What follows belongs to an exercise in optimizing a design on an open flow for small area and a short achievable clock period; a production flow would make more cautious choices.
RTL that was checked went through simulation tests only; none was proved equivalent to the original.
No functional check of the RTL was part of run 1.
Power is estimated from default activity; no workload was simulated.

## design.v

```verilog
module pfx_main (
    input  logic [31:0] g,
    input  logic [31:0] p,
    output logic [31:0] G
);
    wire g1_1 = g[1] | (p[1] & g[0]);
    wire p1_1 = p[1] & p[0];
    wire g1_3 = g[3] | (p[3] & g[2]);
    wire p1_3 = p[3] & p[2];
    wire g1_5 = g[5] | (p[5] & g[4]);
    wire p1_5 = p[5] & p[4];
    wire g1_7 = g[7] | (p[7] & g[6]);
    wire p1_7 = p[7] & p[6];
    wire g1_9 = g[9] | (p[9] & g[8]);
    wire p1_9 = p[9] & p[8];
    wire g1_11 = g[11] | (p[11] & g[10]);
    wire p1_11 = p[11] & p[10];
    wire g1_13 = g[13] | (p[13] & g[12]);
    wire p1_13 = p[13] & p[12];
    wire g1_15 = g[15] | (p[15] & g[14]);
    wire p1_15 = p[15] & p[14];
    wire g1_17 = g[17] | (p[17] & g[16]);
    wire p1_17 = p[17] & p[16];
    wire g1_19 = g[19] | (p[19] & g[18]);
    wire p1_19 = p[19] & p[18];
    wire g1_21 = g[21] | (p[21] & g[20]);
    wire p1_21 = p[21] & p[20];
    wire g1_23 = g[23] | (p[23] & g[22]);
    wire p1_23 = p[23] & p[22];
    wire g1_25 = g[25] | (p[25] & g[24]);
    wire p1_25 = p[25] & p[24];
    wire g1_27 = g[27] | (p[27] & g[26]);
    wire p1_27 = p[27] & p[26];
    wire g1_29 = g[29] | (p[29] & g[28]);
    wire p1_29 = p[29] & p[28];
    wire g1_31 = g[31] | (p[31] & g[30]);
    wire p1_31 = p[31] & p[30];
    wire g2_3 = g1_3 | (p1_3 & g1_1);
    wire p2_3 = p1_3 & p1_1;
    wire g2_7 = g1_7 | (p1_7 & g1_5);
    wire p2_7 = p1_7 & p1_5;
    wire g2_11 = g1_11 | (p1_11 & g1_9);
    wire p2_11 = p1_11 & p1_9;
    wire g2_15 = g1_15 | (p1_15 & g1_13);
    wire p2_15 = p1_15 & p1_13;
    wire g2_19 = g1_19 | (p1_19 & g1_17);
    wire p2_19 = p1_19 & p1_17;
    wire g2_23 = g1_23 | (p1_23 & g1_21);
    wire p2_23 = p1_23 & p1_21;
    wire g2_27 = g1_27 | (p1_27 & g1_25);
    wire p2_27 = p1_27 & p1_25;
    wire g2_31 = g1_31 | (p1_31 & g1_29);
    wire p2_31 = p1_31 & p1_29;
    wire g3_7 = g2_7 | (p2_7 & g2_3);
    wire p3_7 = p2_7 & p2_3;
    wire g3_15 = g2_15 | (p2_15 & g2_11);
    wire p3_15 = p2_15 & p2_11;
    wire g3_23 = g2_23 | (p2_23 & g2_19);
    wire p3_23 = p2_23 & p2_19;
    wire g3_31 = g2_31 | (p2_31 & g2_27);
    wire p3_31 = p2_31 & p2_27;
    wire g4_15 = g3_15 | (p3_15 & g3_7);
    wire p4_15 = p3_15 & p3_7;
    wire g4_31 = g3_31 | (p3_31 & g3_23);
    wire p4_31 = p3_31 & p3_23;
    wire g5_31 = g4_31 | (p4_31 & g4_15);
    wire p5_31 = p4_31 & p4_15;
    wire g6_23 = g3_23 | (p3_23 & g4_15);
    wire p6_23 = p3_23 & p4_15;
    wire g7_11 = g2_11 | (p2_11 & g3_7);
    wire p7_11 = p2_11 & p3_7;
    wire g7_19 = g2_19 | (p2_19 & g4_15);
    wire p7_19 = p2_19 & p4_15;
    wire g7_27 = g2_27 | (p2_27 & g6_23);
    wire p7_27 = p2_27 & p6_23;
    wire g8_5 = g1_5 | (p1_5 & g2_3);
    wire p8_5 = p1_5 & p2_3;
    wire g8_9 = g1_9 | (p1_9 & g3_7);
    wire p8_9 = p1_9 & p3_7;
    wire g8_13 = g1_13 | (p1_13 & g7_11);
    wire p8_13 = p1_13 & p7_11;
    wire g8_17 = g1_17 | (p1_17 & g4_15);
    wire p8_17 = p1_17 & p4_15;
    wire g8_21 = g1_21 | (p1_21 & g7_19);
    wire p8_21 = p1_21 & p7_19;
    wire g8_25 = g1_25 | (p1_25 & g6_23);
    wire p8_25 = p1_25 & p6_23;
    wire g8_29 = g1_29 | (p1_29 & g7_27);
    wire p8_29 = p1_29 & p7_27;
    wire g9_2 = g[2] | (p[2] & g1_1);
    wire p9_2 = p[2] & p1_1;
    wire g9_4 = g[4] | (p[4] & g2_3);
    wire p9_4 = p[4] & p2_3;
    wire g9_6 = g[6] | (p[6] & g8_5);
    wire p9_6 = p[6] & p8_5;
    wire g9_8 = g[8] | (p[8] & g3_7);
    wire p9_8 = p[8] & p3_7;
    wire g9_10 = g[10] | (p[10] & g8_9);
    wire p9_10 = p[10] & p8_9;
    wire g9_12 = g[12] | (p[12] & g7_11);
    wire p9_12 = p[12] & p7_11;
    wire g9_14 = g[14] | (p[14] & g8_13);
    wire p9_14 = p[14] & p8_13;
    wire g9_16 = g[16] | (p[16] & g4_15);
    wire p9_16 = p[16] & p4_15;
    wire g9_18 = g[18] | (p[18] & g8_17);
    wire p9_18 = p[18] & p8_17;
    wire g9_20 = g[20] | (p[20] & g7_19);
    wire p9_20 = p[20] & p7_19;
    wire g9_22 = g[22] | (p[22] & g8_21);
    wire p9_22 = p[22] & p8_21;
    wire g9_24 = g[24] | (p[24] & g6_23);
    wire p9_24 = p[24] & p6_23;
    wire g9_26 = g[26] | (p[26] & g8_25);
    wire p9_26 = p[26] & p8_25;
    wire g9_28 = g[28] | (p[28] & g7_27);
    wire p9_28 = p[28] & p7_27;
    wire g9_30 = g[30] | (p[30] & g8_29);
    wire p9_30 = p[30] & p8_29;
    assign G[0] = g[0];
    assign G[1] = g1_1;
    assign G[2] = g9_2;
    assign G[3] = g2_3;
    assign G[4] = g9_4;
    assign G[5] = g8_5;
    assign G[6] = g9_6;
    assign G[7] = g3_7;
    assign G[8] = g9_8;
    assign G[9] = g8_9;
    assign G[10] = g9_10;
    assign G[11] = g7_11;
    assign G[12] = g9_12;
    assign G[13] = g8_13;
    assign G[14] = g9_14;
    assign G[15] = g4_15;
    assign G[16] = g9_16;
    assign G[17] = g8_17;
    assign G[18] = g9_18;
    assign G[19] = g7_19;
    assign G[20] = g9_20;
    assign G[21] = g8_21;
    assign G[22] = g9_22;
    assign G[23] = g6_23;
    assign G[24] = g9_24;
    assign G[25] = g8_25;
    assign G[26] = g9_26;
    assign G[27] = g7_27;
    assign G[28] = g9_28;
    assign G[29] = g8_29;
    assign G[30] = g9_30;
    assign G[31] = g5_31;
endmodule
module pfx_tgt (
    input  logic [30:0] g,
    input  logic [30:0] p,
    output logic [30:0] G
);
    wire g1_1 = g[1] | (p[1] & g[0]);
    wire p1_1 = p[1] & p[0];
    wire g1_3 = g[3] | (p[3] & g[2]);
    wire p1_3 = p[3] & p[2];
    wire g1_5 = g[5] | (p[5] & g[4]);
    wire p1_5 = p[5] & p[4];
    wire g1_7 = g[7] | (p[7] & g[6]);
    wire p1_7 = p[7] & p[6];
    wire g1_9 = g[9] | (p[9] & g[8]);
    wire p1_9 = p[9] & p[8];
    wire g1_11 = g[11] | (p[11] & g[10]);
    wire p1_11 = p[11] & p[10];
    wire g1_13 = g[13] | (p[13] & g[12]);
    wire p1_13 = p[13] & p[12];
    wire g1_15 = g[15] | (p[15] & g[14]);
    wire p1_15 = p[15] & p[14];
    wire g1_17 = g[17] | (p[17] & g[16]);
    wire p1_17 = p[17] & p[16];
    wire g1_19 = g[19] | (p[19] & g[18]);
    wire p1_19 = p[19] & p[18];
    wire g1_21 = g[21] | (p[21] & g[20]);
    wire p1_21 = p[21] & p[20];
    wire g1_23 = g[23] | (p[23] & g[22]);
    wire p1_23 = p[23] & p[22];
    wire g1_25 = g[25] | (p[25] & g[24]);
    wire p1_25 = p[25] & p[24];
    wire g1_27 = g[27] | (p[27] & g[26]);
    wire p1_27 = p[27] & p[26];
    wire g1_29 = g[29] | (p[29] & g[28]);
    wire p1_29 = p[29] & p[28];
    wire g2_3 = g1_3 | (p1_3 & g1_1);
    wire p2_3 = p1_3 & p1_1;
    wire g2_7 = g1_7 | (p1_7 & g1_5);
    wire p2_7 = p1_7 & p1_5;
    wire g2_11 = g1_11 | (p1_11 & g1_9);
    wire p2_11 = p1_11 & p1_9;
    wire g2_15 = g1_15 | (p1_15 & g1_13);
    wire p2_15 = p1_15 & p1_13;
    wire g2_19 = g1_19 | (p1_19 & g1_17);
    wire p2_19 = p1_19 & p1_17;
    wire g2_23 = g1_23 | (p1_23 & g1_21);
    wire p2_23 = p1_23 & p1_21;
    wire g2_27 = g1_27 | (p1_27 & g1_25);
    wire p2_27 = p1_27 & p1_25;
    wire g3_7 = g2_7 | (p2_7 & g2_3);
    wire p3_7 = p2_7 & p2_3;
    wire g3_15 = g2_15 | (p2_15 & g2_11);
    wire p3_15 = p2_15 & p2_11;
    wire g3_23 = g2_23 | (p2_23 & g2_19);
    wire p3_23 = p2_23 & p2_19;
    wire g4_15 = g3_15 | (p3_15 & g3_7);
    wire p4_15 = p3_15 & p3_7;
    wire g6_23 = g3_23 | (p3_23 & g4_15);
    wire p6_23 = p3_23 & p4_15;
    wire g7_11 = g2_11 | (p2_11 & g3_7);
    wire p7_11 = p2_11 & p3_7;
    wire g7_19 = g2_19 | (p2_19 & g4_15);
    wire p7_19 = p2_19 & p4_15;
    wire g7_27 = g2_27 | (p2_27 & g6_23);
    wire p7_27 = p2_27 & p6_23;
    wire g8_5 = g1_5 | (p1_5 & g2_3);
    wire p8_5 = p1_5 & p2_3;
    wire g8_9 = g1_9 | (p1_9 & g3_7);
    wire p8_9 = p1_9 & p3_7;
    wire g8_13 = g1_13 | (p1_13 & g7_11);
    wire p8_13 = p1_13 & p7_11;
    wire g8_17 = g1_17 | (p1_17 & g4_15);
    wire p8_17 = p1_17 & p4_15;
    wire g8_21 = g1_21 | (p1_21 & g7_19);
    wire p8_21 = p1_21 & p7_19;
    wire g8_25 = g1_25 | (p1_25 & g6_23);
    wire p8_25 = p1_25 & p6_23;
    wire g8_29 = g1_29 | (p1_29 & g7_27);
    wire p8_29 = p1_29 & p7_27;
    wire g9_2 = g[2] | (p[2] & g1_1);
    wire p9_2 = p[2] & p1_1;
    wire g9_4 = g[4] | (p[4] & g2_3);
    wire p9_4 = p[4] & p2_3;
    wire g9_6 = g[6] | (p[6] & g8_5);
    wire p9_6 = p[6] & p8_5;
    wire g9_8 = g[8] | (p[8] & g3_7);
    wire p9_8 = p[8] & p3_7;
    wire g9_10 = g[10] | (p[10] & g8_9);
    wire p9_10 = p[10] & p8_9;
    wire g9_12 = g[12] | (p[12] & g7_11);
    wire p9_12 = p[12] & p7_11;
    wire g9_14 = g[14] | (p[14] & g8_13);
    wire p9_14 = p[14] & p8_13;
    wire g9_16 = g[16] | (p[16] & g4_15);
    wire p9_16 = p[16] & p4_15;
    wire g9_18 = g[18] | (p[18] & g8_17);
    wire p9_18 = p[18] & p8_17;
    wire g9_20 = g[20] | (p[20] & g7_19);
    wire p9_20 = p[20] & p7_19;
    wire g9_22 = g[22] | (p[22] & g8_21);
    wire p9_22 = p[22] & p8_21;
    wire g9_24 = g[24] | (p[24] & g6_23);
    wire p9_24 = p[24] & p6_23;
    wire g9_26 = g[26] | (p[26] & g8_25);
    wire p9_26 = p[26] & p8_25;
    wire g9_28 = g[28] | (p[28] & g7_27);
    wire p9_28 = p[28] & p7_27;
    wire g9_30 = g[30] | (p[30] & g8_29);
    wire p9_30 = p[30] & p8_29;
    assign G[0] = g[0];
    assign G[1] = g1_1;
    assign G[2] = g9_2;
    assign G[3] = g2_3;
    assign G[4] = g9_4;
    assign G[5] = g8_5;
    assign G[6] = g9_6;
    assign G[7] = g3_7;
    assign G[8] = g9_8;
    assign G[9] = g8_9;
    assign G[10] = g9_10;
    assign G[11] = g7_11;
    assign G[12] = g9_12;
    assign G[13] = g8_13;
    assign G[14] = g9_14;
    assign G[15] = g4_15;
    assign G[16] = g9_16;
    assign G[17] = g8_17;
    assign G[18] = g9_18;
    assign G[19] = g7_19;
    assign G[20] = g9_20;
    assign G[21] = g8_21;
    assign G[22] = g9_22;
    assign G[23] = g6_23;
    assign G[24] = g9_24;
    assign G[25] = g8_25;
    assign G[26] = g9_26;
    assign G[27] = g7_27;
    assign G[28] = g9_28;
    assign G[29] = g8_29;
    assign G[30] = g9_30;
endmodule
module pfx_inc (
    input  logic [29:0] g,
    input  logic [29:0] p,
    output logic [29:0] G
);
    wire g1_1 = g[1] | (p[1] & g[0]);
    wire p1_1 = p[1] & p[0];
    wire g1_3 = g[3] | (p[3] & g[2]);
    wire p1_3 = p[3] & p[2];
    wire g1_5 = g[5] | (p[5] & g[4]);
    wire p1_5 = p[5] & p[4];
    wire g1_7 = g[7] | (p[7] & g[6]);
    wire p1_7 = p[7] & p[6];
    wire g1_9 = g[9] | (p[9] & g[8]);
    wire p1_9 = p[9] & p[8];
    wire g1_11 = g[11] | (p[11] & g[10]);
    wire p1_11 = p[11] & p[10];
    wire g1_13 = g[13] | (p[13] & g[12]);
    wire p1_13 = p[13] & p[12];
    wire g1_15 = g[15] | (p[15] & g[14]);
    wire p1_15 = p[15] & p[14];
    wire g1_17 = g[17] | (p[17] & g[16]);
    wire p1_17 = p[17] & p[16];
    wire g1_19 = g[19] | (p[19] & g[18]);
    wire p1_19 = p[19] & p[18];
    wire g1_21 = g[21] | (p[21] & g[20]);
    wire p1_21 = p[21] & p[20];
    wire g1_23 = g[23] | (p[23] & g[22]);
    wire p1_23 = p[23] & p[22];
    wire g1_25 = g[25] | (p[25] & g[24]);
    wire p1_25 = p[25] & p[24];
    wire g1_27 = g[27] | (p[27] & g[26]);
    wire p1_27 = p[27] & p[26];
    wire g1_29 = g[29] | (p[29] & g[28]);
    wire p1_29 = p[29] & p[28];
    wire g2_3 = g1_3 | (p1_3 & g1_1);
    wire p2_3 = p1_3 & p1_1;
    wire g2_7 = g1_7 | (p1_7 & g1_5);
    wire p2_7 = p1_7 & p1_5;
    wire g2_11 = g1_11 | (p1_11 & g1_9);
    wire p2_11 = p1_11 & p1_9;
    wire g2_15 = g1_15 | (p1_15 & g1_13);
    wire p2_15 = p1_15 & p1_13;
    wire g2_19 = g1_19 | (p1_19 & g1_17);
    wire p2_19 = p1_19 & p1_17;
    wire g2_23 = g1_23 | (p1_23 & g1_21);
    wire p2_23 = p1_23 & p1_21;
    wire g2_27 = g1_27 | (p1_27 & g1_25);
    wire p2_27 = p1_27 & p1_25;
    wire g3_7 = g2_7 | (p2_7 & g2_3);
    wire p3_7 = p2_7 & p2_3;
    wire g3_15 = g2_15 | (p2_15 & g2_11);
    wire p3_15 = p2_15 & p2_11;
    wire g3_23 = g2_23 | (p2_23 & g2_19);
    wire p3_23 = p2_23 & p2_19;
    wire g4_15 = g3_15 | (p3_15 & g3_7);
    wire p4_15 = p3_15 & p3_7;
    wire g6_23 = g3_23 | (p3_23 & g4_15);
    wire p6_23 = p3_23 & p4_15;
    wire g7_11 = g2_11 | (p2_11 & g3_7);
    wire p7_11 = p2_11 & p3_7;
    wire g7_19 = g2_19 | (p2_19 & g4_15);
    wire p7_19 = p2_19 & p4_15;
    wire g7_27 = g2_27 | (p2_27 & g6_23);
    wire p7_27 = p2_27 & p6_23;
    wire g8_5 = g1_5 | (p1_5 & g2_3);
    wire p8_5 = p1_5 & p2_3;
    wire g8_9 = g1_9 | (p1_9 & g3_7);
    wire p8_9 = p1_9 & p3_7;
    wire g8_13 = g1_13 | (p1_13 & g7_11);
    wire p8_13 = p1_13 & p7_11;
    wire g8_17 = g1_17 | (p1_17 & g4_15);
    wire p8_17 = p1_17 & p4_15;
    wire g8_21 = g1_21 | (p1_21 & g7_19);
    wire p8_21 = p1_21 & p7_19;
    wire g8_25 = g1_25 | (p1_25 & g6_23);
    wire p8_25 = p1_25 & p6_23;
    wire g8_29 = g1_29 | (p1_29 & g7_27);
    wire p8_29 = p1_29 & p7_27;
    wire g9_2 = g[2] | (p[2] & g1_1);
    wire p9_2 = p[2] & p1_1;
    wire g9_4 = g[4] | (p[4] & g2_3);
    wire p9_4 = p[4] & p2_3;
    wire g9_6 = g[6] | (p[6] & g8_5);
    wire p9_6 = p[6] & p8_5;
    wire g9_8 = g[8] | (p[8] & g3_7);
    wire p9_8 = p[8] & p3_7;
    wire g9_10 = g[10] | (p[10] & g8_9);
    wire p9_10 = p[10] & p8_9;
    wire g9_12 = g[12] | (p[12] & g7_11);
    wire p9_12 = p[12] & p7_11;
    wire g9_14 = g[14] | (p[14] & g8_13);
    wire p9_14 = p[14] & p8_13;
    wire g9_16 = g[16] | (p[16] & g4_15);
    wire p9_16 = p[16] & p4_15;
    wire g9_18 = g[18] | (p[18] & g8_17);
    wire p9_18 = p[18] & p8_17;
    wire g9_20 = g[20] | (p[20] & g7_19);
    wire p9_20 = p[20] & p7_19;
    wire g9_22 = g[22] | (p[22] & g8_21);
    wire p9_22 = p[22] & p8_21;
    wire g9_24 = g[24] | (p[24] & g6_23);
    wire p9_24 = p[24] & p6_23;
    wire g9_26 = g[26] | (p[26] & g8_25);
    wire p9_26 = p[26] & p8_25;
    wire g9_28 = g[28] | (p[28] & g7_27);
    wire p9_28 = p[28] & p7_27;
    assign G[0] = g[0];
    assign G[1] = g1_1;
    assign G[2] = g9_2;
    assign G[3] = g2_3;
    assign G[4] = g9_4;
    assign G[5] = g8_5;
    assign G[6] = g9_6;
    assign G[7] = g3_7;
    assign G[8] = g9_8;
    assign G[9] = g8_9;
    assign G[10] = g9_10;
    assign G[11] = g7_11;
    assign G[12] = g9_12;
    assign G[13] = g8_13;
    assign G[14] = g9_14;
    assign G[15] = g4_15;
    assign G[16] = g9_16;
    assign G[17] = g8_17;
    assign G[18] = g9_18;
    assign G[19] = g7_19;
    assign G[20] = g9_20;
    assign G[21] = g8_21;
    assign G[22] = g9_22;
    assign G[23] = g6_23;
    assign G[24] = g9_24;
    assign G[25] = g8_25;
    assign G[26] = g9_26;
    assign G[27] = g7_27;
    assign G[28] = g9_28;
    assign G[29] = g8_29;
endmodule
module pfx_cmp (
    input  logic [31:0] g,
    input  logic [31:0] p,
    output logic [31:0] G
);
    wire g1_1 = g[1] | (p[1] & g[0]);
    wire p1_1 = p[1] & p[0];
    wire g1_3 = g[3] | (p[3] & g[2]);
    wire p1_3 = p[3] & p[2];
    wire g1_5 = g[5] | (p[5] & g[4]);
    wire p1_5 = p[5] & p[4];
    wire g1_7 = g[7] | (p[7] & g[6]);
    wire p1_7 = p[7] & p[6];
    wire g1_9 = g[9] | (p[9] & g[8]);
    wire p1_9 = p[9] & p[8];
    wire g1_11 = g[11] | (p[11] & g[10]);
    wire p1_11 = p[11] & p[10];
    wire g1_13 = g[13] | (p[13] & g[12]);
    wire p1_13 = p[13] & p[12];
    wire g1_15 = g[15] | (p[15] & g[14]);
    wire p1_15 = p[15] & p[14];
    wire g1_17 = g[17] | (p[17] & g[16]);
    wire p1_17 = p[17] & p[16];
    wire g1_19 = g[19] | (p[19] & g[18]);
    wire p1_19 = p[19] & p[18];
    wire g1_21 = g[21] | (p[21] & g[20]);
    wire p1_21 = p[21] & p[20];
    wire g1_23 = g[23] | (p[23] & g[22]);
    wire p1_23 = p[23] & p[22];
    wire g1_25 = g[25] | (p[25] & g[24]);
    wire p1_25 = p[25] & p[24];
    wire g1_27 = g[27] | (p[27] & g[26]);
    wire p1_27 = p[27] & p[26];
    wire g1_29 = g[29] | (p[29] & g[28]);
    wire p1_29 = p[29] & p[28];
    wire g1_31 = g[31] | (p[31] & g[30]);
    wire p1_31 = p[31] & p[30];
    wire g2_2 = g[2] | (p[2] & g1_1);
    wire p2_2 = p[2] & p1_1;
    wire g2_3 = g1_3 | (p1_3 & g1_1);
    wire p2_3 = p1_3 & p1_1;
    wire g2_6 = g[6] | (p[6] & g1_5);
    wire p2_6 = p[6] & p1_5;
    wire g2_7 = g1_7 | (p1_7 & g1_5);
    wire p2_7 = p1_7 & p1_5;
    wire g2_10 = g[10] | (p[10] & g1_9);
    wire p2_10 = p[10] & p1_9;
    wire g2_11 = g1_11 | (p1_11 & g1_9);
    wire p2_11 = p1_11 & p1_9;
    wire g2_14 = g[14] | (p[14] & g1_13);
    wire p2_14 = p[14] & p1_13;
    wire g2_15 = g1_15 | (p1_15 & g1_13);
    wire p2_15 = p1_15 & p1_13;
    wire g2_18 = g[18] | (p[18] & g1_17);
    wire p2_18 = p[18] & p1_17;
    wire g2_19 = g1_19 | (p1_19 & g1_17);
    wire p2_19 = p1_19 & p1_17;
    wire g2_22 = g[22] | (p[22] & g1_21);
    wire p2_22 = p[22] & p1_21;
    wire g2_23 = g1_23 | (p1_23 & g1_21);
    wire p2_23 = p1_23 & p1_21;
    wire g2_26 = g[26] | (p[26] & g1_25);
    wire p2_26 = p[26] & p1_25;
    wire g2_27 = g1_27 | (p1_27 & g1_25);
    wire p2_27 = p1_27 & p1_25;
    wire g2_30 = g[30] | (p[30] & g1_29);
    wire p2_30 = p[30] & p1_29;
    wire g2_31 = g1_31 | (p1_31 & g1_29);
    wire p2_31 = p1_31 & p1_29;
    wire g3_4 = g[4] | (p[4] & g2_3);
    wire p3_4 = p[4] & p2_3;
    wire g3_5 = g1_5 | (p1_5 & g2_3);
    wire p3_5 = p1_5 & p2_3;
    wire g3_6 = g2_6 | (p2_6 & g2_3);
    wire p3_6 = p2_6 & p2_3;
    wire g3_7 = g2_7 | (p2_7 & g2_3);
    wire p3_7 = p2_7 & p2_3;
    wire g3_12 = g[12] | (p[12] & g2_11);
    wire p3_12 = p[12] & p2_11;
    wire g3_13 = g1_13 | (p1_13 & g2_11);
    wire p3_13 = p1_13 & p2_11;
    wire g3_14 = g2_14 | (p2_14 & g2_11);
    wire p3_14 = p2_14 & p2_11;
    wire g3_15 = g2_15 | (p2_15 & g2_11);
    wire p3_15 = p2_15 & p2_11;
    wire g3_20 = g[20] | (p[20] & g2_19);
    wire p3_20 = p[20] & p2_19;
    wire g3_21 = g1_21 | (p1_21 & g2_19);
    wire p3_21 = p1_21 & p2_19;
    wire g3_22 = g2_22 | (p2_22 & g2_19);
    wire p3_22 = p2_22 & p2_19;
    wire g3_23 = g2_23 | (p2_23 & g2_19);
    wire p3_23 = p2_23 & p2_19;
    wire g3_28 = g[28] | (p[28] & g2_27);
    wire p3_28 = p[28] & p2_27;
    wire g3_29 = g1_29 | (p1_29 & g2_27);
    wire p3_29 = p1_29 & p2_27;
    wire g3_30 = g2_30 | (p2_30 & g2_27);
    wire p3_30 = p2_30 & p2_27;
    wire g3_31 = g2_31 | (p2_31 & g2_27);
    wire p3_31 = p2_31 & p2_27;
    wire g4_8 = g[8] | (p[8] & g3_7);
    wire p4_8 = p[8] & p3_7;
    wire g4_9 = g1_9 | (p1_9 & g3_7);
    wire p4_9 = p1_9 & p3_7;
    wire g4_10 = g2_10 | (p2_10 & g3_7);
    wire p4_10 = p2_10 & p3_7;
    wire g4_11 = g2_11 | (p2_11 & g3_7);
    wire p4_11 = p2_11 & p3_7;
    wire g4_12 = g3_12 | (p3_12 & g3_7);
    wire p4_12 = p3_12 & p3_7;
    wire g4_13 = g3_13 | (p3_13 & g3_7);
    wire p4_13 = p3_13 & p3_7;
    wire g4_14 = g3_14 | (p3_14 & g3_7);
    wire p4_14 = p3_14 & p3_7;
    wire g4_15 = g3_15 | (p3_15 & g3_7);
    wire p4_15 = p3_15 & p3_7;
    wire g4_24 = g[24] | (p[24] & g3_23);
    wire p4_24 = p[24] & p3_23;
    wire g4_25 = g1_25 | (p1_25 & g3_23);
    wire p4_25 = p1_25 & p3_23;
    wire g4_26 = g2_26 | (p2_26 & g3_23);
    wire p4_26 = p2_26 & p3_23;
    wire g4_27 = g2_27 | (p2_27 & g3_23);
    wire p4_27 = p2_27 & p3_23;
    wire g4_28 = g3_28 | (p3_28 & g3_23);
    wire p4_28 = p3_28 & p3_23;
    wire g4_29 = g3_29 | (p3_29 & g3_23);
    wire p4_29 = p3_29 & p3_23;
    wire g4_30 = g3_30 | (p3_30 & g3_23);
    wire p4_30 = p3_30 & p3_23;
    wire g4_31 = g3_31 | (p3_31 & g3_23);
    wire p4_31 = p3_31 & p3_23;
    wire g5_16 = g[16] | (p[16] & g4_15);
    wire p5_16 = p[16] & p4_15;
    wire g5_17 = g1_17 | (p1_17 & g4_15);
    wire p5_17 = p1_17 & p4_15;
    wire g5_18 = g2_18 | (p2_18 & g4_15);
    wire p5_18 = p2_18 & p4_15;
    wire g5_19 = g2_19 | (p2_19 & g4_15);
    wire p5_19 = p2_19 & p4_15;
    wire g5_20 = g3_20 | (p3_20 & g4_15);
    wire p5_20 = p3_20 & p4_15;
    wire g5_21 = g3_21 | (p3_21 & g4_15);
    wire p5_21 = p3_21 & p4_15;
    wire g5_22 = g3_22 | (p3_22 & g4_15);
    wire p5_22 = p3_22 & p4_15;
    wire g5_23 = g3_23 | (p3_23 & g4_15);
    wire p5_23 = p3_23 & p4_15;
    wire g5_24 = g4_24 | (p4_24 & g4_15);
    wire p5_24 = p4_24 & p4_15;
    wire g5_25 = g4_25 | (p4_25 & g4_15);
    wire p5_25 = p4_25 & p4_15;
    wire g5_26 = g4_26 | (p4_26 & g4_15);
    wire p5_26 = p4_26 & p4_15;
    wire g5_27 = g4_27 | (p4_27 & g4_15);
    wire p5_27 = p4_27 & p4_15;
    wire g5_28 = g4_28 | (p4_28 & g4_15);
    wire p5_28 = p4_28 & p4_15;
    wire g5_29 = g4_29 | (p4_29 & g4_15);
    wire p5_29 = p4_29 & p4_15;
    wire g5_30 = g4_30 | (p4_30 & g4_15);
    wire p5_30 = p4_30 & p4_15;
    wire g5_31 = g4_31 | (p4_31 & g4_15);
    wire p5_31 = p4_31 & p4_15;
    assign G[0] = g[0];
    assign G[1] = g1_1;
    assign G[2] = g2_2;
    assign G[3] = g2_3;
    assign G[4] = g3_4;
    assign G[5] = g3_5;
    assign G[6] = g3_6;
    assign G[7] = g3_7;
    assign G[8] = g4_8;
    assign G[9] = g4_9;
    assign G[10] = g4_10;
    assign G[11] = g4_11;
    assign G[12] = g4_12;
    assign G[13] = g4_13;
    assign G[14] = g4_14;
    assign G[15] = g4_15;
    assign G[16] = g5_16;
    assign G[17] = g5_17;
    assign G[18] = g5_18;
    assign G[19] = g5_19;
    assign G[20] = g5_20;
    assign G[21] = g5_21;
    assign G[22] = g5_22;
    assign G[23] = g5_23;
    assign G[24] = g5_24;
    assign G[25] = g5_25;
    assign G[26] = g5_26;
    assign G[27] = g5_27;
    assign G[28] = g5_28;
    assign G[29] = g5_29;
    assign G[30] = g5_30;
    assign G[31] = g5_31;
endmodule
module bolt_exec (
    input  logic        clk,
    input  logic        rst,      
    input  logic [31:0] instr,    
    input  logic [31:0] rs1,      
    input  logic [31:0] rs2,      
    input  logic [31:0] pc,       
    output logic [31:0] result,   
    output logic [31:0] next_pc,  
    output logic        branch,   
    output logic        reg_wr,   
    output logic        mem_wr,   
    output logic        mem_rd    
);
    logic [6:0] op;
    logic [2:0] f3;
    logic [6:0] f7;
    assign op = instr[6:0];
    assign f3 = instr[14:12];
    assign f7 = instr[31:25];
    logic op03, op13, op17, op23, op33, op37, op63, op67, op6f, op1b, op3b;
    assign op03 = (op == 7'h03);
    assign op13 = (op == 7'h13);
    assign op17 = (op == 7'h17);
    assign op23 = (op == 7'h23);
    assign op33 = (op == 7'h33);
    assign op37 = (op == 7'h37);
    assign op63 = (op == 7'h63);
    assign op67 = (op == 7'h67);
    assign op6f = (op == 7'h6F);
    assign op1b = (op == 7'h1B);
    assign op3b = (op == 7'h3B);
    logic i31, f7z, f7s;
    assign i31 = instr[31];
    assign f7z = (f7 == 7'h00);
    assign f7s = (f7 == 7'h20);
    logic use_rs2, is_s, sub;
    assign use_rs2 = op[5] & op[4];
    assign is_s    = ~op[6] & op[5];
    assign sub     = (op[4] & ~f3[2] & f3[1]) | (op[4] & op[5] & instr[30]);
    logic [31:0] bv, bx, ap, ag, sum;
    logic        cout;
    assign bv = use_rs2 ? rs2 : {{20{i31}}, instr[31:25], is_s ? instr[11:7] : instr[24:20]};
    assign bx = bv ^ {32{sub}};
    assign ap = rs1 ^ bx;    
    assign ag = rs1 & bx;    
    logic [31:0] aG;
    pfx_main u_add (.g({ag[31:1], ag[0] | (ap[0] & sub)}), .p(ap), .G(aG));
    assign sum  = ap ^ {aG[30:0], sub};
    assign cout = aG[31];
    logic ltu, lts;          
    assign ltu = ~cout;
    assign lts = ltu ^ rs1[31] ^ bv[31];
    logic [31:0] bxe, bG;
    logic bltu, blts, beq;
    assign bxe  = rs1 ^ rs2;
    pfx_cmp u_cmp (.g(bxe & rs2), .p(~bxe), .G(bG));
    assign bltu = bG[31];
    assign blts = bltu ^ rs1[31] ^ rs2[31];
    assign beq  = ~|bxe;
    logic        left;
    logic [31:0] shin, sho;
    logic [4:0]  sh;
    assign left = ~f3[2];
    assign sh   = bv[4:0];
    for (genvar i = 0; i < 32; i++) begin : rev
        assign shin[i] = left ? rs1[31-i] : rs1[i];
    end
    assign sho = $signed({instr[30] & rs1[31] & ~left, shin}) >>> sh;
    logic [31:0] timm, tgt, pc4;
    assign timm[0]     = 1'b0;
    assign timm[4:1]   = ~op[6] ? 4'd0 : (op[3] ? instr[24:21] : instr[11:8]);
    assign timm[10:5]  = ~op[6] ? 6'd0 : instr[30:25];
    assign timm[11]    = ~op[6] ? 1'b0 : (op[3] ? instr[20] : instr[7]);
    assign timm[19:12] = (op[6] & ~op[3]) ? {8{i31}} : instr[19:12];
    assign timm[30:20] = ~op[6] ? instr[30:20] : {11{i31}};
    assign timm[31]    = i31;
    assign tgt[0] = pc[0];
    logic [30:0] tp, tG;
    assign tp = pc[31:1] ^ timm[31:1];
    pfx_tgt u_tgt (.g(pc[31:1] & timm[31:1]), .p(tp), .G(tG));
    assign tgt[31:1] = tp ^ {tG[29:0], 1'b0};
    logic [29:0] iG;
    assign pc4[1:0] = pc[1:0];
    pfx_inc u_inc (.g({29'd0, pc[2]}), .p(pc[31:2]), .G(iG));
    assign pc4[31:2] = pc[31:2] ^ {iG[28:0], 1'b1};
    logic cond, taken;
    assign cond  = f3[2] ? ((f3[1] ? bltu : blts) ^ f3[0]) : (~f3[1] & (beq ^ f3[0]));
    assign taken = op63 & cond;
    logic alu_i, r_ok;
    logic s_sum, s_shl, s_shr, s_slt, s_sltu, s_xor, s_or, s_and, s_tgt, s_lui, s_pc4, s_hold;
    assign alu_i = op13 | op33;
    assign r_ok  = op13 | f7z;    
    assign s_sum  = ~rst & ((op03 & (f3 != 3'd7)) | (op23 & ~f3[2])
                          | (f3 == 3'd0 & (op13 | (op33 & (f7z | f7s))))) ;
    assign s_shl  = ~rst & alu_i & (f3 == 3'd1) & f7z;
    assign s_slt  = ~rst & alu_i & (f3 == 3'd2) & r_ok;
    assign s_sltu = ~rst & alu_i & (f3 == 3'd3) & r_ok;
    assign s_xor  = ~rst & alu_i & (f3 == 3'd4) & r_ok;
    assign s_shr  = ~rst & alu_i & (f3 == 3'd5) & (f7z | f7s);
    assign s_or   = ~rst & alu_i & (f3 == 3'd6) & r_ok;
    assign s_and  = ~rst & alu_i & (f3 == 3'd7) & r_ok;
    assign s_tgt  = ~rst & op17;
    assign s_lui  = ~rst & op37;
    assign s_pc4  = ~rst & (op6f | (op67 & (f3 == 3'd0)));
    assign s_hold = ~rst & ~(s_sum | s_shl | s_slt | s_sltu | s_xor | s_shr | s_or | s_and
                             | s_tgt | s_lui | s_pc4);
    logic [31:0] rval, luiv, shl;
    assign luiv = {instr[31:12], 12'd0};
    for (genvar i = 0; i < 32; i++) begin : rshl
        assign shl[i] = sho[31-i];
    end
    assign rval = ({32{s_sum}} & sum) | ({32{s_shl}} & shl) | ({32{s_shr}} & sho)
                | ({32{s_xor | s_or}} & ap) | ({32{s_or | s_and}} & ag)
                | ({32{s_tgt}} & tgt) | ({32{s_lui}} & luiv) | ({32{s_pc4}} & pc4)
                | ({32{s_hold}} & result)
                | {31'd0, (s_slt & lts) | (s_sltu & ltu)};
    logic jalr, n_tgt, n_sum, n_pc4;
    logic [31:0] nval;
    assign jalr  = op67 & (f3 == 3'd0);
    assign n_tgt = ~rst & (taken | op6f);
    assign n_sum = ~rst & jalr;
    assign n_pc4 = ~rst & ~(taken | op6f | jalr);
    assign nval  = ({32{n_tgt}} & tgt) | ({32{n_sum}} & {sum[31:1], 1'b0}) | ({32{n_pc4}} & pc4);
    logic wr;
    assign wr = op33 | op3b | op13 | op1b | op67 | op03 | op17 | op6f | op37;
    always_ff @(posedge clk) begin
        result  <= rval;
        next_pc <= nval;
        branch  <= ~rst & taken;
        reg_wr  <= ~rst & wr;
        mem_wr  <= ~rst & op23;
        mem_rd  <= ~rst & op03;
    end
endmodule
```

## flow/run.sh

```bash
#!/bin/bash
# Layout flow: the standard layout (standard.sh), with two changes to how the
# cells are chosen:
#  - the full and half adder cells are not used, so Yosys does not pre-map adder
#    bits to them and abc maps the whole datapath itself;
#  - the buffer that buffer_ports puts on every input and output port is buf_1.
# Every tool's full output goes to standard.log (make) and the ORFS logs under orfs/logs.
set -euo pipefail
cat >> config.mk <<'CFG'
export DONT_USE_CELLS += sky130_fd_sc_hd__fa_1 sky130_fd_sc_hd__fa_2 sky130_fd_sc_hd__fa_4 sky130_fd_sc_hd__ha_1 sky130_fd_sc_hd__ha_2 sky130_fd_sc_hd__ha_4
export BUFFER_PORTS_ARGS = -buffer_cell sky130_fd_sc_hd__buf_1
CFG
bash standard.sh > standard.log 2>&1
```

## standard.sh

```bash
#!/bin/bash
# synth_recipe.tcl (not shown) runs the flow's synth.tcl, then flattens the netlist and writes it again
# the make line also repeats each setting of config.mk as NAME=value (left out here)
make -C /OpenROAD-flow-scripts/flow DESIGN_CONFIG=/design/flow/config.mk WORK_HOME=/design/flow/orfs CLKGATE_MAP_FILE= SYNTH_SCRIPT=/design/flow/synth_recipe.tcl "${@:-finish}"
```

## config.mk

```make
export PLATFORM = sky130hd
export DESIGN_NAME = bolt_exec
export DESIGN_NICKNAME = bolt_exec
export VERILOG_FILES = /design/flow/design.v
export SDC_FILE = /design/flow/constraint.sdc
export NUM_CORES = 4
export LEC_CHECK = 0
export ABC_AREA = 1
export CAP_MARGIN = 20
export CORE_MARGIN = 2
export CORE_UTILIZATION = 40
export CTS_BUF_LIST = sky130_fd_sc_hd__clkbuf_8
export HOLD_SLACK_MARGIN = 0
export SETUP_SLACK_MARGIN = 2.8
export SLEW_MARGIN = 20
export DONT_USE_CELLS += sky130_fd_sc_hd__fa_1 sky130_fd_sc_hd__fa_2 sky130_fd_sc_hd__fa_4 sky130_fd_sc_hd__ha_1 sky130_fd_sc_hd__ha_2 sky130_fd_sc_hd__ha_4
export BUFFER_PORTS_ARGS = -buffer_cell sky130_fd_sc_hd__buf_1
```

## constraint.sdc

```tcl
create_clock -name core_clock -period 6.5 [get_ports {clk}]
set_input_delay 1.3000 -clock core_clock [delete_from_list [all_inputs] [get_ports {clk}]]
set_output_delay 1.3000 -clock core_clock [all_outputs]
set_load 0.01 [all_outputs]
```

==> results.txt, run 1 <==
status -> complete, no violations
post-route minimum period -> 3.78 ns
clk_skew -> 0 ns
antenna-violating nets left -> 0
fin crit share -> 58.1%
RSZ-0062 raised after global routing -> true
GRT Overall Usage -> 42.6%
TritonCTS clock tree -> built
deepest clock path buffer count -> 2
sequential element share of the synthesized area -> 12.7%
Post-DP HPWL -> 49.4 mm
routed vias -> 15526
worst vdd ir -> 0.0754 mV
die width -> 168 um
CTS Root Cell -> clkbuf_8
Yosys cell types -> 58
Core Util, Final -> 53.3%
initial antenna violation count -> 1
via-per-instance ratio -> 6.04
critical path startpoint category -> input port
Finish-stage setup viols -> 0
row count -> 60
TritonCTS buffer count -> 9
worst slew pin tran -> 1.14 ns
leakage power -> 6.51 nW
global-route wire length before repair -> 89.3 mm
RePlAce Congestion -> 1.09
# clock sinks -> 68
met2 Usage GRT -> 62.8%
die height -> 168 um
initial DRC count -> 1981
CTS H-tree depth -> 3
Ys Warns -> 1
Area growth, synth to finish -> 32.0%
main flop type after synthesis -> dfxtp_1
CP max FO -> 27
Max-Cap Viols -> 0
fmax -> 0.265 GHz
Pre-antenna DRT Iters -> 8
total power -> 0.00236 W
grt met1 use -> 58.7%
vias in the first global route -> 13693
Slew Viols, Final -> 0
Synthesized Nets -> 2099
Worst Setup End Kind -> flip-flop
Worst EP required -> 6.74 ns
Rel. slew slack -> 23.6%
core footprint -> 26700 um^2
Syn Std Cell Area -> 10800 um^2
drt drc -> 0
synthesized instance count -> 1969
total congestion overflow -> 0
Clock Latency Late Sink -> 0.38 ns
layout cells sized above 1 -> 19.9%
hold_ws -> 0.523 ns
Final Hold Fails -> 0
die area -> 28200 um^2
Setup Total Neg Slack -> 0 ns
routed len/inst -> 24.6 um
IO Pins -> 198
Layout Nets -> 2352
PwrDens -> 166 nW/um^2
met3 usage -> 7.52%
Hold Crit Class -> reg2reg
commonest cells after routing, fill and taps aside -> nand2_1 (552), inv_1 (210), buf_1 (175), o21ai_0 (149), nor2_1 (129)
Post-synth EDFFs -> 0
Mean Syn Cell Area -> 5.46 um^2
Buffers on Ports -> 197
Worst EP arrival -> 4.01 ns
Initial Util -> 40.4%
final wirelength -> 63.3 mm
Async SR Flop Fraction -> 0%
hold_buf cts -> 0
commonest non-fill, non-tap cell in the layout -> nand2_1
Clock transition at path regs -> 0.09 ns
GRT Max-Usage Layer -> met2
Setup CP Type -> in2reg
#FFs+latches synth -> 68
pin count of the biggest net entering global routing -> 66
## critical path, cell delays in order
cell and delay, ns:
buf_2 0.17, inv_2 0.17, nand2_1 0.08, nor3_1 0.14, nand3_1 0.19, o21ai_2 0.23
nand2_1 0.11, nor2_1 0.13, buf_6 0.13, inv_4 0.11, nand3b_1 0.18, nor3_4 0.08
buf_8 0.18, nand2_1 0.08, nand2_1 0.12, a211oi_2 0.25, o21ai_0 0.13, a21oi_1 0.12
o21ai_0 0.09
## kinds of logic after synthesis
logic type | share of synthesized area, %
AND/OR/NAND/NOR | 39.2
AO/OA/AOI/OAI | 27.6
buffers and inverters | 12.2
XOR/XNOR | 7.70
flip-flops | 12.7
multiplexers | 0.651
## Yosys cell counts, types with 7 or more instances
cell	instances	area (um^2)
nand2_2	19	119
o211ai_1	40	300
nand2_1	611	2290
or2_2	28	175
nor4_1	8	50.1
o21ai_0	195	976
o21ai_1	20	100
nand3_1	115	576
a21oi_1	77	385
xnor2_1	19	166
clkbuf_1	44	165
a22oi_1	9	67.6
inv_2	15	56.3
xor2_1	70	613
nor2_1	145	544
a221oi_1	9	78.8
o21bai_1	9	67.6
dfxtp_1	68	1360
o2111ai_1	12	105
o21ai_2	7	61.3
nor3_1	23	115
buf_2	15	75.1
o221ai_1	33	289
a211oi_1	12	90.1
mux2i_1	7	70.1
or2_1	9	56.3
nand4_1	18	113
inv_1	231	867
a31oi_1	8	50.1
o22ai_1	25	156
## metal layers
metal / routed length, um / part of all wire, %
met5: 16 / 0.025
met4: 4030 / 6.4
met3: 6910 / 11
met2: 25900 / 41
met1: 26500 / 42
## power by group
part	switching, W	leakage [nW]	total [W]	internal [W]
clock	0.000203	0.126	0.000481	0.000278
sequential	0.00000751	0.557	0.000440	0.000433
combinational	0.000980	5.83	0.00144	0.000458
## flip-flops by register name, summed over array words and instances, names as in the netlist
name / cells
result: 32
reg_wr: 1
mem_wr: 1
next_pc: 32
branch: 1
mem_rd: 1
## final timing paths
check / startpoint / to / slack (ns) / depth (start not counted)
setup / recovery: instr[27] / result[26] / 2.72 / 19
hold / removal: result[2] / result[2] / 0.52 / 2
setup reg to reg: result[30] / result[30] / 5.22 / 4
hold reg to reg: result[2] / result[2] / 0.52 / 2
## stage by stage
step,setup WS (ns),instance area [um^2],std cells
after floorplan,2.96,10800,1969
after global placement,1.18,11800,2464
after detailed placement,1.07,11800,2464
after CTS,2.76,13200,2531
after global routing,2.60,14200,2568
final,2.72,14200,2569
## what timing repair did
| action | 4_1_cts | 5_1_grt |
|---|---|---|
| gates cloned | 10 | 2 |
| setup buffers | 41 | 35 |
| pin swaps | 24 | 56 |
| resized for setup | 194 | 184 |
| setup endpoints to repair | 63 | 60 |
## area by class of cell
| cell class | count | area (um^2) |
|---|---|---|
| clock inverters | 5 | 106 |
| diodes | 1 | 2.50 |
| repair inverters | 4 | 26.3 |
| fillers | 2880 | 12400 |
| multi-input cells | 1582 | 9200 |
| inverters | 247 | 982 |
| clock buffers | 11 | 151 |
| repair buffers | 310 | 1950 |
| well taps | 341 | 427 |
| flip-flops and latches | 68 | 1360 |
==> inputs of run 2 (changes only) <==
--- a/design.v
+++ b/design.v
@@ -37,115 +37,161 @@
     wire p1_31 = p[31] & p[30];
+    wire g2_2 = g[2] | (p[2] & g1_1);
+    wire p2_2 = p[2] & p1_1;
     wire g2_3 = g1_3 | (p1_3 & g1_1);
     wire p2_3 = p1_3 & p1_1;
+    wire g2_6 = g[6] | (p[6] & g1_5);
+    wire p2_6 = p[6] & p1_5;
     wire g2_7 = g1_7 | (p1_7 & g1_5);
     wire p2_7 = p1_7 & p1_5;
+    wire g2_10 = g[10] | (p[10] & g1_9);
+    wire p2_10 = p[10] & p1_9;
     wire g2_11 = g1_11 | (p1_11 & g1_9);
     wire p2_11 = p1_11 & p1_9;
+    wire g2_14 = g[14] | (p[14] & g1_13);
+    wire p2_14 = p[14] & p1_13;
     wire g2_15 = g1_15 | (p1_15 & g1_13);
     wire p2_15 = p1_15 & p1_13;
+    wire g2_18 = g[18] | (p[18] & g1_17);
+    wire p2_18 = p[18] & p1_17;
     wire g2_19 = g1_19 | (p1_19 & g1_17);
     wire p2_19 = p1_19 & p1_17;
+    wire g2_22 = g[22] | (p[22] & g1_21);
+    wire p2_22 = p[22] & p1_21;
     wire g2_23 = g1_23 | (p1_23 & g1_21);
     wire p2_23 = p1_23 & p1_21;
+    wire g2_26 = g[26] | (p[26] & g1_25);
+    wire p2_26 = p[26] & p1_25;
     wire g2_27 = g1_27 | (p1_27 & g1_25);
     wire p2_27 = p1_27 & p1_25;
+    wire g2_30 = g[30] | (p[30] & g1_29);
+    wire p2_30 = p[30] & p1_29;
     wire g2_31 = g1_31 | (p1_31 & g1_29);
     wire p2_31 = p1_31 & p1_29;
+    wire g3_4 = g[4] | (p[4] & g2_3);
+    wire p3_4 = p[4] & p2_3;
+    wire g3_5 = g1_5 | (p1_5 & g2_3);
+    wire p3_5 = p1_5 & p2_3;
+    wire g3_6 = g2_6 | (p2_6 & g2_3);
+    wire p3_6 = p2_6 & p2_3;
     wire g3_7 = g2_7 | (p2_7 & g2_3);
     wire p3_7 = p2_7 & p2_3;
+    wire g3_12 = g[12] | (p[12] & g2_11);
+    wire p3_12 = p[12] & p2_11;
+    wire g3_13 = g1_13 | (p1_13 & g2_11);
+    wire p3_13 = p1_13 & p2_11;
+    wire g3_14 = g2_14 | (p2_14 & g2_11);
+    wire p3_14 = p2_14 & p2_11;
     wire g3_15 = g2_15 | (p2_15 & g2_11);
     wire p3_15 = p2_15 & p2_11;
+    wire g3_20 = g[20] | (p[20] & g2_19);
+    wire p3_20 = p[20] & p2_19;
+    wire g3_21 = g1_21 | (p1_21 & g2_19);
+    wire p3_21 = p1_21 & p2_19;
+    wire g3_22 = g2_22 | (p2_22 & g2_19);
+    wire p3_22 = p2_22 & p2_19;
     wire g3_23 = g2_23 | (p2_23 & g2_19);
     wire p3_23 = p2_23 & p2_19;
+    wire g3_28 = g[28] | (p[28] & g2_27);
+    wire p3_28 = p[28] & p2_27;
+    wire g3_29 = g1_29 | (p1_29 & g2_27);
+    wire p3_29 = p1_29 & p2_27;
+    wire g3_30 = g2_30 | (p2_30 & g2_27);
+    wire p3_30 = p2_30 & p2_27;
     wire g3_31 = g2_31 | (p2_31 & g2_27);
     wire p3_31 = p2_31 & p2_27;
+    wire g4_8 = g[8] | (p[8] & g3_7);
+    wire p4_8 = p[8] & p3_7;
+    wire g4_9 = g1_9 | (p1_9 & g3_7);
+    wire p4_9 = p1_9 & p3_7;
+    wire g4_10 = g2_10 | (p2_10 & g3_7);
+    wire p4_10 = p2_10 & p3_7;
+    wire g4_11 = g2_11 | (p2_11 & g3_7);
+    wire p4_11 = p2_11 & p3_7;
+    wire g4_12 = g3_12 | (p3_12 & g3_7);
+    wire p4_12 = p3_12 & p3_7;
+    wire g4_13 = g3_13 | (p3_13 & g3_7);
+    wire p4_13 = p3_13 & p3_7;
+    wire g4_14 = g3_14 | (p3_14 & g3_7);
+    wire p4_14 = p3_14 & p3_7;
     wire g4_15 = g3_15 | (p3_15 & g3_7);
     wire p4_15 = p3_15 & p3_7;
+    wire g4_24 = g[24] | (p[24] & g3_23);
+    wire p4_24 = p[24] & p3_23;
+    wire g4_25 = g1_25 | (p1_25 & g3_23);
+    wire p4_25 = p1_25 & p3_23;
+    wire g4_26 = g2_26 | (p2_26 & g3_23);
+    wire p4_26 = p2_26 & p3_23;
+    wire g4_27 = g2_27 | (p2_27 & g3_23);
+    wire p4_27 = p2_27 & p3_23;
+    wire g4_28 = g3_28 | (p3_28 & g3_23);
+    wire p4_28 = p3_28 & p3_23;
+    wire g4_29 = g3_29 | (p3_29 & g3_23);
+    wire p4_29 = p3_29 & p3_23;
+    wire g4_30 = g3_30 | (p3_30 & g3_23);
+    wire p4_30 = p3_30 & p3_23;
     wire g4_31 = g3_31 | (p3_31 & g3_23);
     wire p4_31 = p3_31 & p3_23;
+    wire g5_16 = g[16] | (p[16] & g4_15);
+    wire p5_16 = p[16] & p4_15;
+    wire g5_17 = g1_17 | (p1_17 & g4_15);
+    wire p5_17 = p1_17 & p4_15;
+    wire g5_18 = g2_18 | (p2_18 & g4_15);
+    wire p5_18 = p2_18 & p4_15;
+    wire g5_19 = g2_19 | (p2_19 & g4_15);
+    wire p5_19 = p2_19 & p4_15;
+    wire g5_20 = g3_20 | (p3_20 & g4_15);
+    wire p5_20 = p3_20 & p4_15;
+    wire g5_21 = g3_21 | (p3_21 & g4_15);
+    wire p5_21 = p3_21 & p4_15;
+    wire g5_22 = g3_22 | (p3_22 & g4_15);
+    wire p5_22 = p3_22 & p4_15;
+    wire g5_23 = g3_23 | (p3_23 & g4_15);
+    wire p5_23 = p3_23 & p4_15;
+    wire g5_24 = g4_24 | (p4_24 & g4_15);
+    wire p5_24 = p4_24 & p4_15;
+    wire g5_25 = g4_25 | (p4_25 & g4_15);
+    wire p5_25 = p4_25 & p4_15;
+    wire g5_26 = g4_26 | (p4_26 & g4_15);
+    wire p5_26 = p4_26 & p4_15;
+    wire g5_27 = g4_27 | (p4_27 & g4_15);
+    wire p5_27 = p4_27 & p4_15;
+    wire g5_28 = g4_28 | (p4_28 & g4_15);
+    wire p5_28 = p4_28 & p4_15;
+    wire g5_29 = g4_29 | (p4_29 & g4_15);
+    wire p5_29 = p4_29 & p4_15;
+    wire g5_30 = g4_30 | (p4_30 & g4_15);
+    wire p5_30 = p4_30 & p4_15;
     wire g5_31 = g4_31 | (p4_31 & g4_15);
     wire p5_31 = p4_31 & p4_15;
-    wire g6_23 = g3_23 | (p3_23 & g4_15);
-    wire p6_23 = p3_23 & p4_15;
-    wire g7_11 = g2_11 | (p2_11 & g3_7);
-    wire p7_11 = p2_11 & p3_7;
-    wire g7_19 = g2_19 | (p2_19 & g4_15);
-    wire p7_19 = p2_19 & p4_15;
-    wire g7_27 = g2_27 | (p2_27 & g6_23);
-    wire p7_27 = p2_27 & p6_23;
-    wire g8_5 = g1_5 | (p1_5 & g2_3);
-    wire p8_5 = p1_5 & p2_3;
-    wire g8_9 = g1_9 | (p1_9 & g3_7);
-    wire p8_9 = p1_9 & p3_7;
-    wire g8_13 = g1_13 | (p1_13 & g7_11);
-    wire p8_13 = p1_13 & p7_11;
-    wire g8_17 = g1_17 | (p1_17 & g4_15);
-    wire p8_17 = p1_17 & p4_15;
-    wire g8_21 = g1_21 | (p1_21 & g7_19);
-    wire p8_21 = p1_21 & p7_19;
-    wire g8_25 = g1_25 | (p1_25 & g6_23);
-    wire p8_25 = p1_25 & p6_23;
-    wire g8_29 = g1_29 | (p1_29 & g7_27);
-    wire p8_29 = p1_29 & p7_27;
-    wire g9_2 = g[2] | (p[2] & g1_1);
-    wire p9_2 = p[2] & p1_1;
-    wire g9_4 = g[4] | (p[4] & g2_3);
-    wire p9_4 = p[4] & p2_3;
-    wire g9_6 = g[6] | (p[6] & g8_5);
-    wire p9_6 = p[6] & p8_5;
-    wire g9_8 = g[8] | (p[8] & g3_7);
-    wire p9_8 = p[8] & p3_7;
-    wire g9_10 = g[10] | (p[10] & g8_9);
-    wire p9_10 = p[10] & p8_9;
-    wire g9_12 = g[12] | (p[12] & g7_11);
-    wire p9_12 = p[12] & p7_11;
-    wire g9_14 = g[14] | (p[14] & g8_13);
-    wire p9_14 = p[14] & p8_13;
-    wire g9_16 = g[16] | (p[16] & g4_15);
-    wire p9_16 = p[16] & p4_15;
-    wire g9_18 = g[18] | (p[18] & g8_17);
-    wire p9_18 = p[18] & p8_17;
-    wire g9_20 = g[20] | (p[20] & g7_19);
-    wire p9_20 = p[20] & p7_19;
-    wire g9_22 = g[22] | (p[22] & g8_21);
-    wire p9_22 = p[22] & p8_21;
-    wire g9_24 = g[24] | (p[24] & g6_23);
-    wire p9_24 = p[24] & p6_23;
-    wire g9_26 = g[26] | (p[26] & g8_25);
-    wire p9_26 = p[26] & p8_25;
-    wire g9_28 = g[28] | (p[28] & g7_27);
-    wire p9_28 = p[28] & p7_27;
-    wire g9_30 = g[30] | (p[30] & g8_29);
-    wire p9_30 = p[30] & p8_29;
     assign G[0] = g[0];
     assign G[1] = g1_1;
-    assign G[2] = g9_2;
+    assign G[2] = g2_2;
     assign G[3] = g2_3;
-    assign G[4] = g9_4;
-    assign G[5] = g8_5;
-    assign G[6] = g9_6;
+    assign G[4] = g3_4;
+    assign G[5] = g3_5;
+    assign G[6] = g3_6;
     assign G[7] = g3_7;
-    assign G[8] = g9_8;
-    assign G[9] = g8_9;
-    assign G[10] = g9_10;
-    assign G[11] = g7_11;
-    assign G[12] = g9_12;
-    assign G[13] = g8_13;
-    assign G[14] = g9_14;
+    assign G[8] = g4_8;
+    assign G[9] = g4_9;
+    assign G[10] = g4_10;
+    assign G[11] = g4_11;
+    assign G[12] = g4_12;
+    assign G[13] = g4_13;
+    assign G[14] = g4_14;
     assign G[15] = g4_15;
-    assign G[16] = g9_16;
-    assign G[17] = g8_17;
-    assign G[18] = g9_18;
-    assign G[19] = g7_19;
-    assign G[20] = g9_20;
-    assign G[21] = g8_21;
-    assign G[22] = g9_22;
-    assign G[23] = g6_23;
-    assign G[24] = g9_24;
-    assign G[25] = g8_25;
-    assign G[26] = g9_26;
-    assign G[27] = g7_27;
-    assign G[28] = g9_28;
-    assign G[29] = g8_29;
-    assign G[30] = g9_30;
+    assign G[16] = g5_16;
+    assign G[17] = g5_17;
+    assign G[18] = g5_18;
+    assign G[19] = g5_19;
+    assign G[20] = g5_20;
+    assign G[21] = g5_21;
+    assign G[22] = g5_22;
+    assign G[23] = g5_23;
+    assign G[24] = g5_24;
+    assign G[25] = g5_25;
+    assign G[26] = g5_26;
+    assign G[27] = g5_27;
+    assign G[28] = g5_28;
+    assign G[29] = g5_29;
+    assign G[30] = g5_30;
     assign G[31] = g5_31;
==> run 2 against run 1 <==
  * Combinational power shrank 13%
  * Highest routed layer is now met4
  * Flip-flop and latch count stayed put
  * Design area decreased by 3.0%
  * Non-clock buffer count fell by 56
==> results.txt, run 2 <==
post-route minimum period -> 3.66 ns (-0.115 ns)
CTS H-tree depth -> 3 (unchanged)
deepest clock path buffer count -> 2 (unchanged)
Final Cell Area -> 13800 um^2 (-3.0%)
Worst Setup End Kind -> flip-flop
total congestion overflow -> 0 (unchanged)
Finished Layout Cells -> 2777 (+8.1%)
die area -> 30400 um^2 (+7.6%)
initial antenna violation count -> 0 (-1)
pre-CTS WS -> 0.831 ns (-0.236 ns)
Hold Crit Class -> reg2reg
Post-DP HPWL -> 49.3 mm (-0.36%)
critical path startpoint category -> input port
fmax -> 0.273 GHz (+3.1%)
GRT Overall Usage -> 39.6% (-3.0 points)
largest family of logic cells by synthesized area -> simple AND/OR/NAND/NOR gates
Max-Cap Viols -> 0 (unchanged)
Largest regs -> next_pc (32), result (32)
commonest non-fill, non-tap cell in the layout -> nand2_1
post-synthesis simple-gate area fraction -> 50.0% (+11 points)
TritonCTS clock tree -> built
placed cell count -> 2717 (+10%)
commonest cells after routing, fill and taps aside -> nand2_1 (698), nand3_1 (287), inv_1 (232), buf_1 (179), nor2_1 (160)
routed len/inst -> 22.9 um (-7.1%)
row count -> 62 (+3.3%)
Async SR Flop Fraction -> 0% (unchanged)
Rel. slew slack -> 53.2% (+30 points)
vias in the first global route -> 14116 (+3.1%)
clk_skew -> 0 ns (unchanged)
die width -> 174 um (+3.7%)
synthesized instance count -> 2195 (+11%)
Initial Util -> 40.5% (+0.15 points)
worst slew pin tran -> 0.702 ns (-0.441 ns)
global-route wire length before repair -> 89.9 mm (+0.63%)
adder-cell share of the synthesized area -> 0% (unchanged)
area leader, netlist -> nand2_1
Worst EP arrival -> 3.95 ns (-0.06 ns)
Synth area leaders -> nand2_1 (23%), nand3_1 (13%), dfxtp_1 (12%)
Syn Std Cell Area -> 11600 um^2 (+7.8%)
post-synth top area share -> 23.3% (+1.9 points)
sequential element share of the synthesized area -> 11.7% (-0.92 points)
# clock sinks -> 68 (unchanged)
Buffers on Ports -> 197 (unchanged)
top-count cell post-synth -> nand2_1
RSZ-0062 raised after global routing -> true
routed vias -> 16229 (+4.5%)
Slew Viols, Final -> 0 (unchanged)
TritonCTS buffer count -> 9 (unchanged)
Finish-stage setup viols -> 0 (unchanged)
antenna-violating nets left -> 0 (unchanged)
synth cell count leaders -> nand2_1 (719), nand3_1 (293), inv_1 (239), nor2_1 (169), o21ai_0 (160)
CP max FO -> 11 (-59%)
Worst EP required -> 6.79 ns (+0.05 ns)
pin count of the biggest net entering global routing -> 72 (+9.1%)
post-synthesis compound-gate area fraction -> 18.3% (-9.3 points)
Synthesized Nets -> 2325 (+11%)
Ys Warns -> 1 (unchanged)
Clock Latency Late Sink -> 0.40 ns (+0.02 ns)
fillcell total -> 3219 (+12%)
DP Area -> 12500 um^2 (+6.2%)
Yosys cell types -> 55 (-5.2%)
leakage power -> 6.69 nW (+2.7%)
main flop type after synthesis -> dfxtp_1
Post-synth EDFFs -> 0 (unchanged)
register area -> 1360 um^2 (unchanged)
Area growth, synth to finish -> 18.7%
Clock transition at path regs -> 0.09 ns (about the same)
PwrDens -> 159 nW/um^2 (-4.5%)
XOR/XNOR share of the synthesized area -> 6.57% (-1.1 points)
drt drc -> 0 (unchanged)
via-per-instance ratio -> 5.84 (-3.3%)
core footprint -> 28600 um^2 (+7.4%)
Setup CP Type -> in2reg
Pre-antenna DRT Iters -> 8 (unchanged)
proportion of synthesized area in mux cells -> 0.518% (-0.13 points)
Final Hold Fails -> 0 (unchanged)
die height -> 174 um (+3.7%)
CTS Root Cell -> clkbuf_8
final worst setup slack -> 2.84 ns (+0.115 ns)
Setup Total Neg Slack -> 0 ns (unchanged)
Mean Syn Cell Area -> 5.28 um^2 (-3.3%)
IO Pins -> 198 (unchanged)
final wirelength -> 63.6 mm (+0.46%)
antenna cells -> 0 (-1)
area of the multi-input gates -> 9280 um^2 (+0.88%)
total power -> 0.00218 W (-7.5%)
Layout Nets -> 2518 (+7.1%)
layout cells sized above 1 -> 12.1% (-7.8 points)
status -> complete, no violations
worst vdd ir -> 0.0936 mV (+24%)
initial DRC count -> 2081 (+5.0%)
RePlAce Congestion -> 1.09 (-0.14%)
#FFs+latches synth -> 68 (unchanged)
fin crit share -> 56.3% (-1.8 points)
==> run 2: through the flow <==
step / utilization [%] / hold slack, ns
6_report: 48.1 / 0.523
3_3_place_gp: 43.8 / 0.498
5_1_grt: 48.1 / 0.537
4_1_cts: 46.0 / 0.520
3_5_place_dp: 43.8 / 0.500
2_1_floorplan: - / 0.528
==> run 2: cells by family (layout without fill, tap and decap cells) <==
| logic type | count (synthesis) | after routing |
|---|---|---|
| simple gates | 1326 | 1336 |
| compound gates | 365 | 365 |
| buf+inv | 349 | 537 |
| mux | 6 | 6 |
| flops | 68 | 68 |
| xor+xnor | 81 | 81 |
==> run 2: area by class of cell <==
| class | instances | area share, % |
|---|---|---|
| clock buffer | 11 | 1.10 |
| clock inverter | 5 | 0.718 |
| inverter | 264 | 7.76 |
| multi-input combinational | 1788 | 67.4 |
| sequential | 68 | 9.89 |
| tap | 384 | 3.49 |
| timing repair buffer | 254 | 9.53 |
| timing repair inverter | 3 | 0.145 |
==> run 2: metal layers <==
layer	part of all wire, %	GRT usage, %	up-vias	wire length (um)
li1	-	-	7580	-
met1	43	55.2	7488	27100
met2	41	58.0	1027	26000
met3	11	8.07	134	7010
met4	5.5	18.9	0	3500
met5	0	0	-	0
==> run 2: what timing repair did <==
item | in CTS | in global routing
cloned | 6 | 8
hold buffers | 0 | 0
gates resized for setup | 78 | 113
pin swaps | 6 | 21
setup endpoints to repair | 63 | 61
setup buffers | 7 | 23
==> run 2: path summary, 6_finish.rpt <==
kind,from,end,slack [ns],depth (start not counted)
min reg2reg,result[3],result[3],0.52,2
max,instr[27],result[20],2.84,16
max reg2reg,result[20],result[20],5.36,5
min,result[3],result[3],0.52,2
==> run 2: worst max-delay path, stage by stage <==
cell and delay [ns]:
buf_1 0.07, buf_4 0.18, inv_1 0.27, nand4_1 0.31, nand2_1 0.16, nand4_1 0.14
a21oi_4 0.36, nor2_1 0.12, nand2_2 0.12, clkinv_4 0.09, buf_6 0.16, nand2_1 0.10
nand2_1 0.09, nand3b_1 0.26, nor2_1 0.13, nand3_1 0.08
==> run 2: where the power goes <==
part / internal (W) / switching, W
clock: 0.000274 / 0.000211
combinational: 0.000359 / 0.000898
sequential: 0.000433 / 0.00000740
total: 0.00107 / 0.00112
==> inputs of run 3 (changes only) <==
--- a/config.mk
+++ b/config.mk
@@ -13,3 +13,3 @@
 export HOLD_SLACK_MARGIN = 0
-export SETUP_SLACK_MARGIN = 2.8
+export SETUP_SLACK_MARGIN = 2.6
 export SLEW_MARGIN = 20
==> run 3 against run 2 <==
  * Still clean
  * Flip-flop and latch count unchanged
  * Wire length is 3.2% lower
  * Synthesized cell count is the same
  * Via count decreased by 2.5%
  * Worst hold slack better by 0.0024 ns
  * Cell count is 0.97% lower
  * Design area is 3.6% lower
  * Die area did not move
  * Critical endpoint unchanged
==> results.txt, run 3 <==
status -> complete, no violations
Worst EP arrival -> 4.13 ns (+0.18 ns)
Max-Cap Viols -> 0 (unchanged)
post-synthesis compound-gate area fraction -> 18.3% (unchanged)
Finish-stage setup viols -> 0 (unchanged)
die area -> 30400 um^2 (unchanged)
routed vias -> 15821 (-2.5%)
vias in the first global route -> 13946 (-1.2%)
commonest cells after routing, fill and taps aside -> nand2_1 (708), nand3_1 (290), inv_1 (236), buf_1 (185), nor2_1 (164)
Core Util, Final -> 46.4% (-1.7 points)
Rel. slew slack -> 41.8% (-11 points)
DP Area -> 12500 um^2 (unchanged)
launch point of the worst reg-to-reg path -> result[20]
combinational share of power -> 56.5% (-1.1 points)
Slew Viols, Final -> 0 (unchanged)
Finished Layout Cells -> 2750 (-0.97%)
PwrDens -> 159 nW/um^2 (+0.54%)
leakage power -> 6.46 nW (-3.3%)
synthesized instance count -> 2195 (unchanged)
net load switching power -> 0.00107 W (-3.9%)
area of the multi-input gates -> 9040 um^2 (-2.5%)
top-count cell post-synth -> nand2_1
RePlAce Congestion -> 1.09 (unchanged)
XOR/XNOR share of the synthesized area -> 6.57% (unchanged)
placed cell count -> 2717 (unchanged)
Async SR Flop Fraction -> 0% (unchanged)
antenna cells -> 0 (unchanged)
area leader, netlist -> nand2_1
CTS H-tree depth -> 3 (unchanged)
RSZ-0062 raised after global routing -> true
R2R setup slack -> 5.36 ns (about the same)
Worst EP required -> 6.78 ns (about the same)
Layout Nets -> 2491 (-1.1%)
die width -> 174 um (unchanged)
Final Hold Fails -> 0 (unchanged)
total congestion overflow -> 0 (unchanged)
Synthesized Nets -> 2325 (unchanged)
Clock Latency Late Sink -> 0.39 ns (about the same)
CP max FO -> 22 (+11)
Worst R2R Path Depth -> 5 (unchanged)
fmax -> 0.260 GHz (-4.7%)
Synth area leaders -> nand2_1 (23%), nand3_1 (13%), dfxtp_1 (12%)
post-route minimum period -> 3.84 ns (+0.182 ns)
Setup CP Type -> in2reg
initial DRC count -> 1926 (-7.4%)
Post-DP HPWL -> 49.3 mm (unchanged)
Yosys cell types -> 55 (unchanged)
Buffers on Ports -> 197 (unchanged)
Clock transition at path regs -> 0.09 ns (about the same)
run 3: per-stage QoR:
stage	hold WS (ns)	power, W	setup slack (ns)
2_1_floorplan	0.528	0.00122	3.20
3_3_place_gp	0.498	0.00155	0.773
3_5_place_dp	0.500	0.00155	0.831
4_1_cts	0.520	0.00204	2.60
5_1_grt	0.538	0.00224	2.56
6_report	0.525	0.00212	2.66
run 3: power by group through the flow:
stage	combinational [W]	clock [W]	sequential, W
CTS	0.00112	0.000480	0.000441
global route	0.00130	0.000496	0.000442
floorplan	0.000760	0	0.000457
global placement	0.00110	0	0.000450
detailed placement	0.00110	0	0.000450
finish	0.00120	0.000479	0.000441
run 3: routing by layer:
metal | up-vias | global-route usage [%] | share of wire [%]
li1 | 7508 | - | -
met1 | 7228 | 54.9 | 43
met2 | 970 | 57.6 | 41
met3 | 115 | 7.68 | 12
met4 | 0 | 16.7 | 4.7
met5 | - | 0 | 0
run 3: cell type report:
cell class | instances | area share, %
Multi-Input combinational cell | 1782 | 68.1
Sequential cell | 68 | 10.3
Timing Repair Buffer | 234 | 8.15
Inverter | 264 | 7.84
Tap cell | 384 | 3.62
Clock buffer | 11 | 1.14
Clock inverter | 5 | 0.745
Timing Repair inverter | 2 | 0.113
run 3: logic make-up after synthesis:
group	after synthesis
buf+inv	349
mux	6
flops	68
simple gates	1326
xor+xnor	81
compound gates	365
run 3: worst min-delay path by stage:
stage / from / to / slack [ns]
after global routing: result[3] / result[3] / 0.54
after detailed placement: result[3] / result[3] / 0.50
after CTS: result[3] / result[3] / 0.52
after floorplan: result[3] / result[3] / 0.53
final: result[3] / result[3] / 0.52
after global placement: result[3] / result[3] / 0.50
run 3: repair_timing:
action                     in CTS  in global routing
resized for setup              42                 61
gates cloned                    3                  3
setup endpoints to repair      63                 61
pin swaps                       1                  6
buffers inserted                2                  9
hold buffers                    0                  0
run 3: critical path: cells and delay by family:
family / cells / cell delay (ns)
AOI/OAI and AO/OA: 1 / 0.34
buffers and inverters: 6 / 1.09
and+or+nand+nor: 10 / 1.38

## re-timing with driven ports
The results above use ideal ports. As a check the final layouts listed here were re-extracted and re-timed, cells and wires unchanged.
Step 1 sets driving cells, clkbuf_16 on the clock port and buf_2 on the other inputs (assumed; they add their load-dependent delay and slew).
Step 2 times the ports against the registers' clock, not the clock port: input delays grow and output delays shrink by t, the midpoint of the rising clock arrivals with the driver on.
Slacks: no drivers / after step 1 / after step 2; pairs: no drivers / after step 1.
run	t, ns	setup WS [ns]
run 1	0.400	2.723 / 2.716 / 2.316
run 2	0.443	2.837 / 2.863 / 2.420
run 3	0.438	2.655 / 2.673 / 2.236
After both steps setup and hold are still met in every run listed.
